This is an optimization exercise on Yosys and OpenROAD, whose aim is small area, not a production implementation.
Only simulation tests tie the RTL to the original design; equivalence was not proved.

==> flow/design.v (excerpt) <==
module color_pwm
(
    input         CLK,          
    input         RST,          
    input         BUTTON,       
    output        RGB0_Red,     
    output        RGB0_Green,   
    output        RGB0_Blue     
);
clock: 4.0 ns
lec_check: 0
cap_margin: 20
core_margin: 2
core_utilization: 40
place_density: 0.6
slew_margin: 20
standard.sh (not shown) runs the stock make flow with config.mk's settings and CLKGATE_MAP_FILE= SYNTH_SCRIPT=/design/flow/synth_recipe.tcl, a recipe that flattens the netlist after the stock synthesis.
==> flow/flow/run.sh <==
#!/bin/bash
# Own layout flow: the standard synthesis, then the combinational logic
# re-mapped by ABC with area-oriented scripts, keeping the smallest result
# over a few rounds
# (registers, and their names
# and cell types, left exactly as the standard synthesis made them), then
# the standard layout from floorplan on, with the port buffers and the
# clock tree built from small cells and no CTS dummy loads.
# Each tool's output goes to a log file of its own in the work folder.
set -euo pipefail
W=$PWD
F=$W/flow
R=$W/orfs/results/$FLOW_PLATFORM/color_pwm/base
LIB=$FLOW_HOME/platforms/$FLOW_PLATFORM/lib/sky130_fd_sc_hd__tt_025C_1v80.lib

# 1. standard synthesis
bash standard.sh synth > $W/log_1_standard_synth.log 2>&1

# 2. re-map the combinational logic
cp $R/1_2_yosys.v $W/standard_1_2_yosys.v
DU=""
for c in $(cat $F/dont_use.txt); do DU="$DU -dont_use $c"; done
# Each ABC script in flow/remap_*.abc is tried on the netlist and the
# smallest result kept; this is repeated on the kept netlist for up to
# four rounds, while the area keeps going down.
remap_round() {  # $1 input netlist, $2 round tag; sets best_v, best_a
  local in=$1 tag=$2 s n a
  best_v=""; best_a=""
  for s in $F/remap_*.abc; do
    n=${tag}_$(basename $s .abc)
    cat > $W/$n.ys <<EOF
read_liberty -ignore_miss_func $LIB
read_verilog $in
hierarchy -top $FLOW_TOP
blackbox sky130_fd_sc_hd__*df* sky130_fd_sc_hd__dl* sky130_fd_sc_hd__conb*
flatten -noscopeinfo
opt_clean
abc -script $s -liberty $LIB $DU
opt_clean -purge
splitnets
opt_clean -purge
write_verilog -noattr -noexpr -nohex -nodec $W/$n.v
EOF
    if yosys -s $W/$n.ys > $W/log_2_${n}_yosys.log 2>&1 && \
       yosys -p "read_liberty -lib $LIB; read_verilog $W/$n.v; hierarchy -check -top $FLOW_TOP; check -assert; stat -liberty $LIB" > $W/log_2_${n}_check_yosys.log 2>&1; then
      a=$(grep "Chip area" $W/log_2_${n}_check_yosys.log | tail -1 | awk '{print $NF}')
      echo "$n $a" >> $W/remap_areas.txt
      if [[ -n "$a" ]] && { [[ -z "$best_a" ]] || python3 -c "import sys; sys.exit(0 if $a < $best_a else 1)"; }; then
        best_v=$W/$n.v; best_a=$a
      fi
    fi
  done
}
cur=$W/standard_1_2_yosys.v; cur_a=""
for round in r1 r2 r3 r4; do
  remap_round $cur $round
  [[ -n "$best_v" ]] || break
  if [[ -n "$cur_a" ]] && ! python3 -c "import sys; sys.exit(0 if $best_a < $cur_a else 1)"; then break; fi
  cur=$best_v; cur_a=$best_a
  echo "kept $cur $cur_a" >> $W/remap_areas.txt
done
[[ -n "$cur_a" ]]
# buffer the wire that feeds two output ports, as the standard synthesis does
yosys -p "read_liberty -lib $LIB; read_verilog $cur; hierarchy -check -top $FLOW_TOP; insbuf -buf sky130_fd_sc_hd__buf_4 A X; check -assert; stat -liberty $LIB; write_verilog -noattr -noexpr -nohex -nodec $W/remapped_1_2_yosys.v" > $W/log_2_final_yosys.log 2>&1
cp $W/remapped_1_2_yosys.v $R/1_2_yosys.v
rm -f $R/1_synth.odb $R/1_synth.sdc

# 3. standard layout from the re-mapped netlist
export BUFFER_PORTS_ARGS="-buffer_cell sky130_fd_sc_hd__buf_1"
export CTS_ARGS="-sink_clustering_enable -repair_clock_nets -dont_use_dummy_load -buf_list sky130_fd_sc_hd__clkbuf_4"
bash standard.sh finish > $W/log_3_standard_finish.log 2>&1
==> flow/flow/remap_13.abc <==
strash
ifraig
dc2
rewrite -z
refactor -z
dch -f
amap -F 8 -A 16
topo
==> flow/flow/remap_14.abc <==
strash
&get -n
&dch -f
&put
amap -F 8 -A 16
topo
==> flow/flow/remap_15.abc <==
strash
dc2
dch -f
amap -F 4 -A 8
topo
==> flow/flow/remap_16.abc <==
strash
ifraig
dc2
resub -K 6 -z
dch -f
amap -F 4 -A 8
topo
Other scripts of this flow, unchanged in this note and not shown: flow/flow/dont_use.txt, flow/flow/remap_01.abc, flow/flow/remap_02.abc, flow/flow/remap_03.abc, flow/flow/remap_04.abc, flow/flow/remap_05.abc, flow/flow/remap_06.abc, flow/flow/remap_07.abc, flow/flow/remap_08.abc, flow/flow/remap_09.abc, flow/flow/remap_10.abc, flow/flow/remap_11.abc, flow/flow/remap_12.abc
Next try:
--- a/flow/flow/run.sh
+++ b/flow/flow/run.sh
@@ -25 +25 @@
-# four rounds, while the area keeps going down.
+# three rounds, while the area keeps going down.
@@ -41,0 +42 @@
+insbuf -buf sky130_fd_sc_hd__buf_4 A X
@@ -55 +56 @@
-for round in r1 r2 r3 r4; do
+for round in r1 r2 r3; do
@@ -63,2 +64 @@
-# buffer the wire that feeds two output ports, as the standard synthesis does
-yosys -p "read_liberty -lib $LIB; read_verilog $cur; hierarchy -check -top $FLOW_TOP; insbuf -buf sky130_fd_sc_hd__buf_4 A X; check -assert; stat -liberty $LIB; write_verilog -noattr -noexpr -nohex -nodec $W/remapped_1_2_yosys.v" > $W/log_2_final_yosys.log 2>&1
+cp $cur $W/remapped_1_2_yosys.v
removed: flow/flow/remap_13.abc
removed: flow/flow/remap_14.abc
removed: flow/flow/remap_15.abc
removed: flow/flow/remap_16.abc
- non-clock buffer count went up by 2
- critical path depth stays the same
- hold slack gets better by 0.027 ns
- die area hardly moves
Next try:
--- a/flow/flow/run.sh
+++ b/flow/flow/run.sh
@@ -4 +3,0 @@
-# over a few rounds
@@ -23,9 +22,5 @@
-# Each ABC script in flow/remap_*.abc is tried on the netlist and the
-# smallest result kept; this is repeated on the kept netlist for up to
-# three rounds, while the area keeps going down.
-remap_round() {  # $1 input netlist, $2 round tag; sets best_v, best_a
-  local in=$1 tag=$2 s n a
-  best_v=""; best_a=""
-  for s in $F/remap_*.abc; do
-    n=${tag}_$(basename $s .abc)
-    cat > $W/$n.ys <<EOF
+# each ABC script in flow/remap_*.abc is tried; the smallest result is kept
+best=""; best_area=""
+for s in $F/remap_*.abc; do
+  n=$(basename $s .abc)
+  cat > $W/$n.ys <<EOF
@@ -33 +28 @@
-read_verilog $in
+read_verilog $W/standard_1_2_yosys.v
@@ -45,7 +40,6 @@
-    if yosys -s $W/$n.ys > $W/log_2_${n}_yosys.log 2>&1 && \
-       yosys -p "read_liberty -lib $LIB; read_verilog $W/$n.v; hierarchy -check -top $FLOW_TOP; check -assert; stat -liberty $LIB" > $W/log_2_${n}_check_yosys.log 2>&1; then
-      a=$(grep "Chip area" $W/log_2_${n}_check_yosys.log | tail -1 | awk '{print $NF}')
-      echo "$n $a" >> $W/remap_areas.txt
-      if [[ -n "$a" ]] && { [[ -z "$best_a" ]] || python3 -c "import sys; sys.exit(0 if $a < $best_a else 1)"; }; then
-        best_v=$W/$n.v; best_a=$a
-      fi
+  if yosys -s $W/$n.ys > $W/log_2_${n}_yosys.log 2>&1 && \
+     yosys -p "read_liberty -lib $LIB; read_verilog $W/$n.v; hierarchy -check -top $FLOW_TOP; check -assert; stat -liberty $LIB" > $W/log_2_${n}_check_yosys.log 2>&1; then
+    a=$(grep "Chip area" $W/log_2_${n}_check_yosys.log | tail -1 | awk '{print $NF}')
+    echo "$n $a" >> $W/remap_areas.txt
+    if [[ -n "$a" ]] && { [[ -z "$best_area" ]] || python3 -c "import sys; sys.exit(0 if $a < $best_area else 1)"; }; then
+      best=$n; best_area=$a
@@ -53,9 +47 @@
-  done
-}
-cur=$W/standard_1_2_yosys.v; cur_a=""
-for round in r1 r2 r3; do
-  remap_round $cur $round
-  [[ -n "$best_v" ]] || break
-  if [[ -n "$cur_a" ]] && ! python3 -c "import sys; sys.exit(0 if $best_a < $cur_a else 1)"; then break; fi
-  cur=$best_v; cur_a=$best_a
-  echo "kept $cur $cur_a" >> $W/remap_areas.txt
+  fi
@@ -63,2 +49,3 @@
-[[ -n "$cur_a" ]]
-cp $cur $W/remapped_1_2_yosys.v
+echo "chosen $best $best_area" >> $W/remap_areas.txt
+[[ -n "$best" ]]
+cp $W/$best.v $W/remapped_1_2_yosys.v
Result: Flip-flop and latch count is unchanged; final cell count went up by 1.7%; maximum frequency went down by 4.4%.

-- port drivers added, routing unchanged --
How much do the figures lean on ideal ports? The routed layouts below were timed once more, with nothing changed but the port constraints. Step 1 assumes that a clkbuf_16 drives the clock port and a buf_2 every other input. Step 2 also shifts input and output timing later by t, the mid clock arrival at the registers, as if the neighbouring blocks saw the same clock. Slacks: ideal / step 1 / step 2; pairs: ideal / step 1.
run | shift t [ns] | setup slack, ns | hold slack, ns
the first run | 0.427 | 0.958 / 0.958 / 0.958 | 0.335 / 0.329 / 0.411
the second run | 0.432 | 0.848 / 0.848 / 0.848 | 0.362 / 0.362 / 0.392
the third run | 0.432 | 0.703 / 0.677 / 1.081 | 0.340 / 0.338 / 0.403
After both steps every run listed still meets setup and hold.
